Context: an optimization exercise on an open-source flow, tuned for small area and a short achievable clock period. The choices shown serve that exercise and are no tape-out recipe. Function was checked by simulation only, so behaviour that the tests miss may differ from the original. No activity file was given, so power comes from the tool's default toggle rates.

`flow/constraint.sdc`:
```
create_clock -name core_clock -period 10.0 [get_ports {Bus2IP_Clk}]
set_input_delay 2.0000 -clock core_clock [delete_from_list [all_inputs] [get_ports {Bus2IP_Clk}]]
set_output_delay 2.0000 -clock core_clock [all_outputs]
set_load 0.01 [all_outputs]
```
`flow/run.sh`:
```
#!/bin/bash
# synth_recipe.tcl (not shown) runs the flow's synth.tcl, then flattens the netlist and writes it again
# the make line also repeats each setting of config.mk as NAME=value (left out here)
make -C /OpenROAD-flow-scripts/flow DESIGN_CONFIG=/design/flow/config.mk WORK_HOME=/design/flow/orfs CLKGATE_MAP_FILE= SYNTH_SCRIPT=/design/flow/synth_recipe.tcl finish
```
`flow/design.v`:
```
`timescale 1ns / 1ps
module acc_step_gen(
    input clk,
    input reset,
    input [31:0] dt_val,
    input [31:0] steps_val,
    input load,
    output reg [31:0] steps,
    output reg [31:0] dt,
    output reg stopped,
    output reg step_stb, 	 
    output reg done 		 
    );
reg [31:0] dt_limit;
reg [31:0] steps_limit;
reg [31:0] next_dt;
reg [31:0] next_steps;
reg next_stopped;
always @(posedge clk)
	begin
		if (reset)
			begin
				dt_limit <= 0;
				steps_limit <= 0;
			end
		else if (load)
			begin
				dt_limit <= dt_val;
				steps_limit <= steps_val;
			end
	end
always @(*)
	begin
		if (reset)
			begin
				next_steps <= 0;
				next_dt <= 0;
				next_stopped <= 1;
			end
		else if (load)
			begin
				next_steps <= 0;
				next_dt <= 0;
				next_stopped <= 0;
			end
		else if (stopped)
			begin
				next_steps <= 0;
				next_dt <= 0;
				next_stopped <= 1;
			end
		else
			begin
				next_steps <= steps;
				next_dt <= dt + 1;
				next_stopped <= 0;
				if (dt >= dt_limit - 1)
					begin
						next_dt <= 0;
						next_steps <= steps + 1;
						if (steps >= steps_limit - 1)
							begin
								next_stopped <= 1;
							end
					end
			end
	end
always @(*)
	begin
		if (reset)
			begin
				done <= 0;
				step_stb <= 0;
			end
		else if (stopped)
			begin
				done <= 0;
				step_stb <= 0;
			end
		else
			begin
				done <= 0;
				step_stb <= 0;
				if (dt >= dt_limit - 1)
					begin
						step_stb <= 1;
						if (steps >= steps_limit - 1)
							begin
								done <= 1;
							end
					end
			end
	end
always @(posedge clk)
	begin
		dt <= next_dt;
		steps <= next_steps;
		stopped <= next_stopped;
	end
endmodule
`timescale 1ns / 1ps
module acc_profile_gen(
    input clk,
    input reset,
    input acc_step,
    input load,
    input set_x,
    input set_v,
    input set_a,
    input set_j,
    input signed [63:0] x_val,
    input signed [31:0] v_val,
    input signed [31:0] a_val,
    input signed [31:0] j_val,
    input [5:0] step_bit,
	 output reg signed [63:0] x,
	 output reg signed [31:0] v,
	 output reg signed [31:0] a,
	 output reg signed [31:0] j,
	 output reg step,
	 output reg dir
);
reg signed [31:0] next_v;
reg signed [31:0] next_a;
reg signed [31:0] next_j;
always @(*)
	begin
		next_v <= v;
		next_a <= a;
		next_j <= j;
		if (reset)
			begin
				next_v <= 0;
				next_a <= 0;
				next_j <= 0;
			end
		else if (load)
			begin
				if (set_v)
					next_v <= v_val;
				if (set_a)
					next_a <= a_val;
				if (set_j)
					next_j <= j_val;
			end
		else if (acc_step)
			begin
				next_v <= v + a;
				next_a <= a + j;
			end
	end
reg next_dir;
reg next_step;
reg signed [63:0] next_x;
wire signed [63:0] x_acc;
assign x_acc = x + v;
always @(*)
	begin
		next_x <= x;
		next_dir <= dir;
		next_step <= 0;
		if (reset)
			begin
				next_x <= 0;
				next_dir <= 0;
			end
		else if (load && set_x)
			begin
				next_x <= x_val;
				next_dir <= 0;
			end
		else
			begin
				next_x <= x_acc;
				if (x[step_bit] != x_acc[step_bit])
					begin
						if (v>0)
							next_dir <= 1;
						else
							next_dir <= 0;
						next_step <= 1;
					end
			end
	end
always @(posedge clk)
	begin
		x <= next_x;
		v <= next_v;
		a <= next_a;
		j <= next_j;
		step <= next_step;
		dir <= next_dir;
	end
endmodule
`timescale 1ns / 1ps
module motor_step_gen(
    input clk,
	 input reset,
    input [31:0] pre_n,
    input [31:0] pulse_n,
    input [31:0] post_n,
    input step_stb,
    input step_dir,
    output reg step,
    output reg dir,
    output reg missed
    );
reg [31:0] cnt;
reg [31:0] next_cnt;
reg next_dir;
reg next_step;
reg next_missed;
always @(*)
	begin
		next_cnt <= 0;
		next_dir <= dir;
		next_step <= 0;
		next_missed <= 0;
		if (reset)
			begin
				next_dir <= 0;
			end
		else if (cnt == 0)
			begin
				if (step_stb)
					begin
						next_dir <= step_dir;
						next_cnt <= 1;
					end
			end
		else
			begin
				if (step_stb)
					next_missed <= 1;
				next_cnt <= cnt + 1;
				if (cnt < pre_n)
					next_step <= 0;
				else if (cnt < pulse_n)
					next_step <= 1;
				else if (cnt < post_n)
					next_step <= 0;
				else
					next_cnt <= 0;
			end
	end
always @(posedge clk)
	begin
		cnt <= next_cnt;
		dir <= next_dir;
		step <= next_step;
		missed <= next_missed;
	end
endmodule
module user_logic
(
  S_Dir,
  S_Step,
  S_Enable,
  E_Min,
  E_Max,
  E_Probe,
  A_Step,
  A_Load,
  Bus2IP_Clk,                      
  Bus2IP_Reset,                    
  Bus2IP_Addr,                     
  Bus2IP_CS,                       
  Bus2IP_RNW,                      
  Bus2IP_Data,                     
  Bus2IP_BE,                       
  Bus2IP_RdCE,                     
  Bus2IP_WrCE,                     
  IP2Bus_Data,                     
  IP2Bus_RdAck,                    
  IP2Bus_WrAck,                    
  IP2Bus_Error,                    
  IP2Bus_IntrEvent                 
);  
parameter C_SLV_AWIDTH                   = 32;
parameter C_SLV_DWIDTH                   = 32;
parameter C_NUM_REG                      = 32;
parameter C_NUM_MEM                      = 1;
parameter C_NUM_INTR                     = 4;
output S_Dir;
output S_Step;
output S_Enable;
input  E_Min;
input  E_Max;
input  E_Probe;
input  A_Step;
input  A_Load;
input                                     Bus2IP_Clk;
input                                     Bus2IP_Reset;
input      [0 : C_SLV_AWIDTH-1]           Bus2IP_Addr;
input      [0 : C_NUM_MEM-1]              Bus2IP_CS;
input                                     Bus2IP_RNW;
input      [C_SLV_DWIDTH-1:0]           Bus2IP_Data;
input      [0 : C_SLV_DWIDTH/8-1]         Bus2IP_BE;
input      [0 : C_NUM_REG-1]              Bus2IP_RdCE;
input      [0 : C_NUM_REG-1]              Bus2IP_WrCE;
output  reg   [C_SLV_DWIDTH-1:0]           IP2Bus_Data;
output                                    IP2Bus_RdAck;
output                                    IP2Bus_WrAck;
output                                    IP2Bus_Error;
output     [0 : C_NUM_INTR-1]             IP2Bus_IntrEvent;
  reg        [C_SLV_DWIDTH-1:0]           reg_cmd;					 
  reg        [C_SLV_DWIDTH-1:0]           reg_next_xl;				 
  reg        [C_SLV_DWIDTH-1:0]           reg_next_xh;				 
  reg        [C_SLV_DWIDTH-1:0]           reg_next_v;				 
  reg        [C_SLV_DWIDTH-1:0]           reg_next_a;				 
  reg        [C_SLV_DWIDTH-1:0]           reg_next_j;				 
  reg        [C_SLV_DWIDTH-1:0]           reg_next_dt;				 
  reg        [C_SLV_DWIDTH-1:0]           reg_next_steps;			 
  reg        [C_SLV_DWIDTH-1:0]           reg_pre_n;				 
  reg        [C_SLV_DWIDTH-1:0]           reg_pulse_n;				 
  reg        [C_SLV_DWIDTH-1:0]           reg_post_n;				 
  reg        [C_SLV_DWIDTH-1:0]           reg_step_bit;			 
  wire       [63:0]								  stat_x;					 
  wire       [C_SLV_DWIDTH-1:0]           stat_v;					 
  wire       [C_SLV_DWIDTH-1:0]           stat_a;					 
  wire       [C_SLV_DWIDTH-1:0]           stat_j;					 
  wire       [C_SLV_DWIDTH-1:0]           stat_dt;					 
  wire       [C_SLV_DWIDTH-1:0]           stat_steps;				 
  wire       [C_SLV_DWIDTH-1:0]           stat_status;				 
  wire        [C_SLV_DWIDTH-1:0]           stat_emin_xl;			 
  wire        [C_SLV_DWIDTH-1:0]           stat_emin_xh;			 
  wire        [C_SLV_DWIDTH-1:0]           stat_emax_xl;			 
  wire        [C_SLV_DWIDTH-1:0]           stat_emax_xh;			 
  wire        [C_SLV_DWIDTH-1:0]           stat_eprobe_xl;			 
  wire        [C_SLV_DWIDTH-1:0]           stat_eprobe_xh;			 
  reg        [C_SLV_DWIDTH-1:0]           stat_missed_steps;		 
  reg        [C_SLV_DWIDTH-1:0]           reg_stop_delay;			 
  reg        [C_SLV_DWIDTH-1:0]           reg_probe_delay;		 
  wire        [C_SLV_DWIDTH-1:0]           stat_min_bounce;    	 
  wire        [C_SLV_DWIDTH-1:0]           stat_max_bounce;    	 
  wire        [C_SLV_DWIDTH-1:0]           stat_probe_bounce;  	 
  wire       [0 : 31]                       slv_reg_write_sel;
  wire       [0 : 31]                       slv_reg_read_sel;
  reg        [C_SLV_DWIDTH-1:0]           slv_ip2bus_data;
  wire                                      slv_read_ack;
  wire                                      slv_write_ack;
  integer                                   byte_index, bit_index;
  wire                                      done;
  wire                                      stopped;
  wire													load;
  wire													missed;
  wire													step_dir;
  wire													step_stb;
  wire													acc_step_stb;
  assign
    slv_reg_write_sel = Bus2IP_WrCE[0:31],
    slv_reg_read_sel  = Bus2IP_RdCE[0:31],
    slv_write_ack     = Bus2IP_WrCE[0] || Bus2IP_WrCE[1] || Bus2IP_WrCE[2] || Bus2IP_WrCE[3] || Bus2IP_WrCE[4] || Bus2IP_WrCE[5] || Bus2IP_WrCE[6] || Bus2IP_WrCE[7] || Bus2IP_WrCE[8] || Bus2IP_WrCE[9] || Bus2IP_WrCE[10] || Bus2IP_WrCE[11] || Bus2IP_WrCE[12] || Bus2IP_WrCE[13] || Bus2IP_WrCE[14] || Bus2IP_WrCE[15] || Bus2IP_WrCE[16] || Bus2IP_WrCE[17] || Bus2IP_WrCE[18] || Bus2IP_WrCE[19] || Bus2IP_WrCE[20] || Bus2IP_WrCE[21] || Bus2IP_WrCE[22] || Bus2IP_WrCE[23] || Bus2IP_WrCE[24] || Bus2IP_WrCE[25] || Bus2IP_WrCE[26] || Bus2IP_WrCE[27] || Bus2IP_WrCE[28] || Bus2IP_WrCE[29] || Bus2IP_WrCE[30] || Bus2IP_WrCE[31],
    slv_read_ack      = Bus2IP_RdCE[0] || Bus2IP_RdCE[1] || Bus2IP_RdCE[2] || Bus2IP_RdCE[3] || Bus2IP_RdCE[4] || Bus2IP_RdCE[5] || Bus2IP_RdCE[6] || Bus2IP_RdCE[7] || Bus2IP_RdCE[8] || Bus2IP_RdCE[9] || Bus2IP_RdCE[10] || Bus2IP_RdCE[11] || Bus2IP_RdCE[12] || Bus2IP_RdCE[13] || Bus2IP_RdCE[14] || Bus2IP_RdCE[15] || Bus2IP_RdCE[16] || Bus2IP_RdCE[17] || Bus2IP_RdCE[18] || Bus2IP_RdCE[19] || Bus2IP_RdCE[20] || Bus2IP_RdCE[21] || Bus2IP_RdCE[22] || Bus2IP_RdCE[23] || Bus2IP_RdCE[24] || Bus2IP_RdCE[25] || Bus2IP_RdCE[26] || Bus2IP_RdCE[27] || Bus2IP_RdCE[28] || Bus2IP_RdCE[29] || Bus2IP_RdCE[30] || Bus2IP_RdCE[31];
  always @( posedge Bus2IP_Clk )
    begin: SLAVE_REG_WRITE_PROC
      if ( Bus2IP_Reset == 1 )
        begin
          reg_cmd <= 0;
          reg_next_xl <= 0;
          reg_next_xh <= 0;
          reg_next_v <= 0;
          reg_next_a <= 0;
          reg_next_j <= 0;
          reg_next_dt <= 0;
          reg_next_steps <= 0;
          reg_pre_n <= 0;
          reg_pulse_n <= 0;
          reg_post_n <= 0;
          reg_step_bit <= 0;
          reg_stop_delay <= 0;
          reg_probe_delay <= 0;
        end
      else
       begin
        case ( slv_reg_write_sel )
          32'b10000000000000000000000000000000 :
            for ( byte_index = 0; byte_index <= (C_SLV_DWIDTH/8)-1; byte_index = byte_index+1 )
              if ( Bus2IP_BE[byte_index] == 1 )
                for ( bit_index = byte_index*8; bit_index <= byte_index*8+7; bit_index = bit_index+1 )
                  reg_cmd[bit_index] <= Bus2IP_Data[bit_index];
          32'b01000000000000000000000000000000 :
            for ( byte_index = 0; byte_index <= (C_SLV_DWIDTH/8)-1; byte_index = byte_index+1 )
              if ( Bus2IP_BE[byte_index] == 1 )
                for ( bit_index = byte_index*8; bit_index <= byte_index*8+7; bit_index = bit_index+1 )
                  reg_next_xl[bit_index] <= Bus2IP_Data[bit_index];
          32'b00100000000000000000000000000000 :
            for ( byte_index = 0; byte_index <= (C_SLV_DWIDTH/8)-1; byte_index = byte_index+1 )
              if ( Bus2IP_BE[byte_index] == 1 )
                for ( bit_index = byte_index*8; bit_index <= byte_index*8+7; bit_index = bit_index+1 )
                  reg_next_xh[bit_index] <= Bus2IP_Data[bit_index];
          32'b00010000000000000000000000000000 :
            for ( byte_index = 0; byte_index <= (C_SLV_DWIDTH/8)-1; byte_index = byte_index+1 )
              if ( Bus2IP_BE[byte_index] == 1 )
                for ( bit_index = byte_index*8; bit_index <= byte_index*8+7; bit_index = bit_index+1 )
                  reg_next_v[bit_index] <= Bus2IP_Data[bit_index];
          32'b00001000000000000000000000000000 :
            for ( byte_index = 0; byte_index <= (C_SLV_DWIDTH/8)-1; byte_index = byte_index+1 )
              if ( Bus2IP_BE[byte_index] == 1 )
                for ( bit_index = byte_index*8; bit_index <= byte_index*8+7; bit_index = bit_index+1 )
                  reg_next_a[bit_index] <= Bus2IP_Data[bit_index];
          32'b00000100000000000000000000000000 :
            for ( byte_index = 0; byte_index <= (C_SLV_DWIDTH/8)-1; byte_index = byte_index+1 )
              if ( Bus2IP_BE[byte_index] == 1 )
                for ( bit_index = byte_index*8; bit_index <= byte_index*8+7; bit_index = bit_index+1 )
                  reg_next_j[bit_index] <= Bus2IP_Data[bit_index];
          32'b00000010000000000000000000000000 :
            for ( byte_index = 0; byte_index <= (C_SLV_DWIDTH/8)-1; byte_index = byte_index+1 )
              if ( Bus2IP_BE[byte_index] == 1 )
                for ( bit_index = byte_index*8; bit_index <= byte_index*8+7; bit_index = bit_index+1 )
                  reg_next_dt[bit_index] <= Bus2IP_Data[bit_index];
          32'b00000001000000000000000000000000 :
            for ( byte_index = 0; byte_index <= (C_SLV_DWIDTH/8)-1; byte_index = byte_index+1 )
              if ( Bus2IP_BE[byte_index] == 1 )
                for ( bit_index = byte_index*8; bit_index <= byte_index*8+7; bit_index = bit_index+1 )
                  reg_next_steps[bit_index] <= Bus2IP_Data[bit_index];
          32'b00000000100000000000000000000000 :
            for ( byte_index = 0; byte_index <= (C_SLV_DWIDTH/8)-1; byte_index = byte_index+1 )
              if ( Bus2IP_BE[byte_index] == 1 )
                for ( bit_index = byte_index*8; bit_index <= byte_index*8+7; bit_index = bit_index+1 )
                  reg_pre_n[bit_index] <= Bus2IP_Data[bit_index];
          32'b00000000010000000000000000000000 :
            for ( byte_index = 0; byte_index <= (C_SLV_DWIDTH/8)-1; byte_index = byte_index+1 )
              if ( Bus2IP_BE[byte_index] == 1 )
                for ( bit_index = byte_index*8; bit_index <= byte_index*8+7; bit_index = bit_index+1 )
                  reg_pulse_n[bit_index] <= Bus2IP_Data[bit_index];
          32'b00000000001000000000000000000000 :
            for ( byte_index = 0; byte_index <= (C_SLV_DWIDTH/8)-1; byte_index = byte_index+1 )
              if ( Bus2IP_BE[byte_index] == 1 )
                for ( bit_index = byte_index*8; bit_index <= byte_index*8+7; bit_index = bit_index+1 )
                  reg_post_n[bit_index] <= Bus2IP_Data[bit_index];
          32'b00000000000100000000000000000000 :
            for ( byte_index = 0; byte_index <= (C_SLV_DWIDTH/8)-1; byte_index = byte_index+1 )
              if ( Bus2IP_BE[byte_index] == 1 )
                for ( bit_index = byte_index*8; bit_index <= byte_index*8+7; bit_index = bit_index+1 )
                  reg_step_bit[bit_index] <= Bus2IP_Data[bit_index];
          32'b00000000000000000000000000010000 :
            for ( byte_index = 0; byte_index <= (C_SLV_DWIDTH/8)-1; byte_index = byte_index+1 )
              if ( Bus2IP_BE[byte_index] == 1 )
                for ( bit_index = byte_index*8; bit_index <= byte_index*8+7; bit_index = bit_index+1 )
                  reg_stop_delay[bit_index] <= Bus2IP_Data[bit_index];
          32'b00000000000000000000000000001000 :
            for ( byte_index = 0; byte_index <= (C_SLV_DWIDTH/8)-1; byte_index = byte_index+1 )
              if ( Bus2IP_BE[byte_index] == 1 )
                for ( bit_index = byte_index*8; bit_index <= byte_index*8+7; bit_index = bit_index+1 )
                  reg_probe_delay[bit_index] <= Bus2IP_Data[bit_index];
          default : ;
        endcase
        if ((slv_reg_write_sel != 32'b10000000000000000000000000000000) && (reg_cmd[0]) && (done || stopped))
          reg_cmd <= 0;
       end
    end  
  always @(*)
    begin: SLAVE_REG_READ_PROC
      case ( slv_reg_read_sel )
        32'b10000000000000000000000000000000 : slv_ip2bus_data <= reg_cmd;
        32'b01000000000000000000000000000000 : slv_ip2bus_data <= reg_next_xl;
        32'b00100000000000000000000000000000 : slv_ip2bus_data <= reg_next_xh;
        32'b00010000000000000000000000000000 : slv_ip2bus_data <= reg_next_v;
        32'b00001000000000000000000000000000 : slv_ip2bus_data <= reg_next_a;
        32'b00000100000000000000000000000000 : slv_ip2bus_data <= reg_next_j;
        32'b00000010000000000000000000000000 : slv_ip2bus_data <= reg_next_dt;
        32'b00000001000000000000000000000000 : slv_ip2bus_data <= reg_next_steps;
        32'b00000000100000000000000000000000 : slv_ip2bus_data <= reg_pre_n;
        32'b00000000010000000000000000000000 : slv_ip2bus_data <= reg_pulse_n;
        32'b00000000001000000000000000000000 : slv_ip2bus_data <= reg_post_n;
        32'b00000000000100000000000000000000 : slv_ip2bus_data <= reg_step_bit;
        32'b00000000000010000000000000000000 : slv_ip2bus_data <= stat_x[31:0];
        32'b00000000000001000000000000000000 : slv_ip2bus_data <= stat_x[63:32];
        32'b00000000000000100000000000000000 : slv_ip2bus_data <= stat_v;
        32'b00000000000000010000000000000000 : slv_ip2bus_data <= stat_a;
        32'b00000000000000001000000000000000 : slv_ip2bus_data <= stat_j;
        32'b00000000000000000100000000000000 : slv_ip2bus_data <= stat_dt;
        32'b00000000000000000010000000000000 : slv_ip2bus_data <= stat_steps;
        32'b00000000000000000001000000000000 : slv_ip2bus_data <= stat_status;
        32'b00000000000000000000100000000000 : slv_ip2bus_data <= stat_emin_xl;
        32'b00000000000000000000010000000000 : slv_ip2bus_data <= stat_emin_xh;
        32'b00000000000000000000001000000000 : slv_ip2bus_data <= stat_emax_xl;
        32'b00000000000000000000000100000000 : slv_ip2bus_data <= stat_emax_xh;
        32'b00000000000000000000000010000000 : slv_ip2bus_data <= stat_eprobe_xl;
        32'b00000000000000000000000001000000 : slv_ip2bus_data <= stat_eprobe_xh;
        32'b00000000000000000000000000100000 : slv_ip2bus_data <= stat_missed_steps;
        32'b00000000000000000000000000010000 : slv_ip2bus_data <= reg_stop_delay;
        32'b00000000000000000000000000001000 : slv_ip2bus_data <= reg_probe_delay;
        32'b00000000000000000000000000000100 : slv_ip2bus_data <= stat_min_bounce;
        32'b00000000000000000000000000000010 : slv_ip2bus_data <= stat_max_bounce;
        32'b00000000000000000000000000000001 : slv_ip2bus_data <= stat_probe_bounce;
        default : slv_ip2bus_data <= 0;
      endcase
    end  
  always @(*)
    for ( bit_index = 0; bit_index < C_SLV_DWIDTH; bit_index = bit_index+1 )
	    IP2Bus_Data[bit_index] <= slv_ip2bus_data[bit_index];
  assign IP2Bus_WrAck   = slv_write_ack;
  assign IP2Bus_RdAck   = slv_read_ack;
  assign IP2Bus_Error   = 0;
  assign IP2Bus_IntrEvent = 0;
  assign stat_emin_xl = 0;
  assign stat_emin_xh = 0;
  assign stat_emax_xl = 0;
  assign stat_emax_xh = 0;
  assign stat_eprobe_xl = 0;
  assign stat_eprobe_xh = 0;
  assign stat_min_bounce = 0;
  assign stat_max_bounce = 0;
  assign stat_probe_bounce = 0;
	acc_step_gen acc_step_gen (
    .clk(Bus2IP_Clk), 
    .reset(Bus2IP_Reset), 
    .dt_val(reg_next_dt), 
    .steps_val(reg_next_steps), 
    .load(load), 
    .steps(stat_steps), 
    .dt(stat_dt), 
    .stopped(stopped), 
    .step_stb(acc_step_stb), 
    .done(done)
    );
  assign stat_status[0] = stopped;
  assign stat_status[31:1] = 0;
  assign load = reg_cmd[0] && (done || stopped);
  assign S_Enable = ~reg_step_bit[31];
  acc_profile_gen acc_profile_gen (
    .clk(Bus2IP_Clk), 
    .reset(Bus2IP_Reset),
    .acc_step(acc_step_stb), 
    .load(load), 
    .set_x(reg_cmd[1]), 
    .set_v(reg_cmd[2]), 
    .set_a(reg_cmd[3]), 
    .set_j(reg_cmd[4]), 
    .x_val({reg_next_xh, reg_next_xl}), 
    .v_val(reg_next_v), 
    .a_val(reg_next_a), 
    .j_val(reg_next_j), 
    .step_bit(reg_step_bit[5:0]), 
    .x(stat_x), 
    .v(stat_v), 
    .a(stat_a), 
    .j(stat_j), 
    .step(step_stb), 
    .dir(step_dir)
    );
	motor_step_gen motor_step_gen (
    .clk(Bus2IP_Clk), 
    .reset(Bus2IP_Reset), 
    .pre_n(reg_pre_n), 
    .pulse_n(reg_pulse_n), 
    .post_n(reg_post_n), 
    .step_stb(step_stb), 
    .step_dir(step_dir), 
    .step(S_Step), 
    .dir(S_Dir), 
    .missed(missed)
    );
  always @(posedge Bus2IP_Clk)
	begin
		if (Bus2IP_Reset)
			stat_missed_steps <= 0;
		else if (slv_reg_write_sel == 32'b00000000000000000000000000100000)
			stat_missed_steps <= 0;
		else if (missed)
			stat_missed_steps <= stat_missed_steps + 1;
	end
endmodule
```
`flow/config.mk`:
```
export PLATFORM = sky130hd
export DESIGN_NAME = user_logic
export DESIGN_NICKNAME = user_logic
export VERILOG_FILES = /design/flow/design.v
export SDC_FILE = /design/flow/constraint.sdc
export NUM_CORES = 4
export LEC_CHECK = 0
export CAP_MARGIN = 20
export CORE_MARGIN = 2
export CORE_UTILIZATION = 40
export SLEW_MARGIN = 20
```
==> results by group <==
Timing
  – Final hold violation count: 0
  – Rel. slew slack: 18.7%
  – Worst slew pin tran: 1.22 ns
  – RSZ-0062 raised after global routing: false
  – Clock Skews: 0.0175 ns
  – Setup TNS: 0 ns
  – Min Tclk post-route: 9.20 ns
  – Slew Viols, Final: 0
  – Crit share post-route: 92.0%
  – Final Setup Violations: 0
  – F_max: 0.109 GHz

Critical path
  – Arr. time, crit path: 7.20 ns
  – CP Class: in -> out
  – Element type at the critical path end: output port
  – Crit-path leading delay family: simple AND/OR/NAND/NOR gates
  – Worst Path Buf+Inv: 2
  – CP cell instances: clkdlybuf4s50_1 > nor4_1 > and2_1 > nand3_1 > or2_2 > nor4_1 > and3b_1 > a221oi_1 > and4_1 > nand4_1 > clkdlybuf4s50_1
  – Critical Path Source Type: input port
  – CP max stage cell: and3b_1
  – Delay of the slowest cell on the worst path: 0.73 ns
  – CP max FO: 11
  – Required @ worst endpoint: 8.00 ns

Route
  – Routed vias/inst: 6.17
  – Antenna-violating nets left: 0
  – DRC: 0
  – Vias: 45200
  – DR WL/cell: 27.7 um
  – 1st-iter DRT viols: 5768
  – Drt total wl: 203 mm
  – Drt first pass iters: 9

Power
  – Int Power: 5.29 mW
  – Overall Power: 6.89 mW
  – Seq pwr share: 46.6%
  – P_sw: 1.60 mW
  – Clock Power Share: 50.6%
  – Lkg Pwr: 22.9 nW
  – Comb power frac: 2.7%
  – Max IR drop VDD: 0.127 mV
  – Net Sw Frac: 23.2%
  – Power Density: 130 nW/um^2

Global route
  – GR Overflow Total: 0
  – First-pass GRT wire length: 291 mm
  – Largest net degree at the start of global routing: 143
  – Vias in the first global route: 41500
  – Overall routing resource usage: 32.6%
  – Antenna violations before repair: 11

Clocking
  – Post_cts resized: 0
  – Cts bufs inserted: 92
  – CTS H-tree depth: 3
  – Clk buf depth: 3
  – Root Driver: clkbuf_16
  – Setup Fix Bufs, Post-CTS: 0
  – Clock latency (worst-skew pair): 0.69 ns
  – Clock sink total: 806
  – Hold bufs inserted after CTS: 0
  – CTS clk-pin slew, worst paths: 0.06 ns
  – CTS tree: done

Final layout
  – Sequential cell area: 16100 um^2
  – Post-route cell area: 52900 um^2
  – Max FFs per register: 64
  – Final Net Count: 6155
  – # fillers: 11500
  – Layout cells sized above 1: 5.35%
  – Synth-to-Final Area Change: 12.8%
  – Top reg by flops: acc_profile_gen.x
  – Footprint of the multi-input gates: 29100 um^2

Logic synthesis
  – Mapped cell area: 46900 um^2
  – Cell variety after synth: 85
  – Cell with the most instances after synthesis: dfxtp_1
  – Top_reg_cell synth: dfxtp_1
  – Seq/Total Area, Yosys: 34.4%
  – Top cell type's share of synthesized area: 34.4%
  – Synth Register Bits: 806
  – Post-synth top area cell: dfxtp_1
  – Synth warn: 4
  – FFs w/ async S/R, synth: 0%
  – Post-Syn Instances: 5738
  – Post-synth top cells: 806 x dfxtp_1, 776 x nor2_1, 709 x nand2_1
  – Syn_area_per_cell: 8.17 um^2
  – Post-synth EDFFs: 0
  – Synth top area cells: dfxtp_1 34%, mux2i_1 8.5%, ha_1 7.7%

Place
  – IO buf count: 138
  – Dpl hpwl: 155 mm
  – Gpl congestion: 0.981
  – Placement Cell Area: 49800 um^2

Die
  – DIE AREA: 120000 um^2
  – Num ports: 183
  – Initial Util: 40.4%
  – Die Y: 346 um
  – Std cell rows: 125
  – Die X: 346 um
  – Core area: 116000 um^2

Worst hold path
  – Hold WC Path Type: reg -> reg

Status
  – Status: no timing/DRC/antenna violations

Flow run
  – Max cap viols: 0
## area by class of cell
type,instances,area share (%)
antenna,5,0.0237
clock buffer,134,5.11
clock inverter,32,0.684
inverter,164,1.16
multi-input combinational,4441,54.9
sequential,806,30.5
tap,1524,3.60
timing repair buffer,217,3.98
## final timing paths
path                                     from               endpoint  slack [ns]  cells after the start
hold reg to reg                   reg_cmd[10]            reg_cmd[10]        0.46                      2
setup reg to reg  acc_step_gen.steps_limit[6]  acc_profile_gen.v[31]        1.54                     22
hold / removal                    reg_cmd[10]            reg_cmd[10]        0.46                      2
setup / recovery              Bus2IP_RdCE[14]         IP2Bus_Data[0]        0.80                     11
## per-stage QoR
stage / worst slack [ns] / hold WS, ns / instances / util (%)
2_1_floorplan: 3.25 / 0.409 / 5742 / -
3_3_place_gp: 0.929 / 0.443 / 7152 / 42.9
3_5_place_dp: 0.921 / 0.450 / 7152 / 42.9
4_1_cts: 0.883 / 0.458 / 7318 / 45.5
5_1_grt: 0.708 / 0.477 / 7318 / 45.5
6_report: 0.803 / 0.458 / 7323 / 45.5
## power groups by stage
stage          combinational, mW  clock, mW  sequential (mW)
2_1_floorplan             0.0730          0             3.28
3_3_place_gp               0.182          0             3.28
3_5_place_dp               0.183          0             3.28
4_1_cts                    0.183       3.52             3.21
5_1_grt                    0.191       3.65             3.21
6_report                   0.189       3.49             3.21
## cell usage in the layout, fill, tap and decap left out, drive strengths merged, types with 11 or more instances in the layout
master	instances
a211oi	48
nor3b	27
and4	19
ha	289
xor2	134
mux2i	399
o21bai	19
a222oi	31
a21oi	430
or4	14
or3	36
mux4	23
buf	80
inv	168
o211ai	21
and3b	11
dfxtp	806
a31oi	24
a221oi	75
and3	44
nand3	160
a2111oi	12
nor4	48
nand2b	31
a22oi	161
nand2	709
clkdlybuf4s50	137
xnor2	146
nor2	777
a21o	107
nor2b	27
nand4	140
and2	20
a21boi	11
o21ai	146
o21a	25
clkbuf	134
nor3	91
clkinv	18
a22o	67
## kinds of logic after synthesis
| group | synth area share (%) |
|---|---|
| xor gates and xnor gates | 5.23 |
| adders and majority gates | 7.84 |
| AOI/OAI and AO/OA | 17.9 |
| and+or+nand+nor | 20.9 |
| other | 0.00799 |
| DFF | 34.4 |
| muxes | 9.69 |
| buffers and inverters | 4.04 |
## worst register-to-register path: stages (launching register included)
cell and delay, ns:
dfxtp_1 0.40, or4_1 0.60, or3_1 0.39, or4_1 0.47, nor3_1 0.30, nand3_1 0.32, nor3_1 0.45, nand2b_1 0.21
nand2b_1 0.31, nor3_1 0.28, xnor2_1 0.19, ha_1 0.30, nand4_1 0.21, nor4_1 0.09, buf_4 0.17, a22oi_1 0.29
o211ai_1 0.40, a31o_2 0.40, a21oi_1 0.59, o21a_1 0.90, nand2_1 0.49, or3_1 0.46, a41oi_1 0.17
## routing by layer
metal  track usage [%]  up-vias  share of wire [%]
met4              21.1       10                7.4
li1                  -    20600                  -
met3              5.05      551                8.3
met2              49.4     2323                 43
met1              43.1    21700                 41
met5                 0        -              0.032

[afterwards: timing with drivers on the ports]
The flow's constraints put no driver on any port. The routed layout listed below was extracted and timed again, unchanged, in two steps. Step 1 sets driving cells, clkbuf_16 on the clock port and buf_2 on the other inputs (assumed; they add their load-dependent delay and slew). Step 2 adds t to the input delays and takes it off the output delays; t is the mean of the earliest and latest rising clock arrival at the registers after step 1. Input paths then give back, and output paths get back, about the clock's delay inside the block. Slacks: ideal ports / drivers / drivers and shift; pairs: ideal ports / drivers.
t (ns): 0.756
setup WS [ns]: 0.803 / 0.780 / 0.780
worst setup path after step 2: input to output
latest minus earliest clock arrival (ns): 0.018 / 0.018
After both steps setup and hold are still met in this run. For this run, drivers alone change the setup slack by -0.023 ns; drivers and shift together by -0.023 ns.
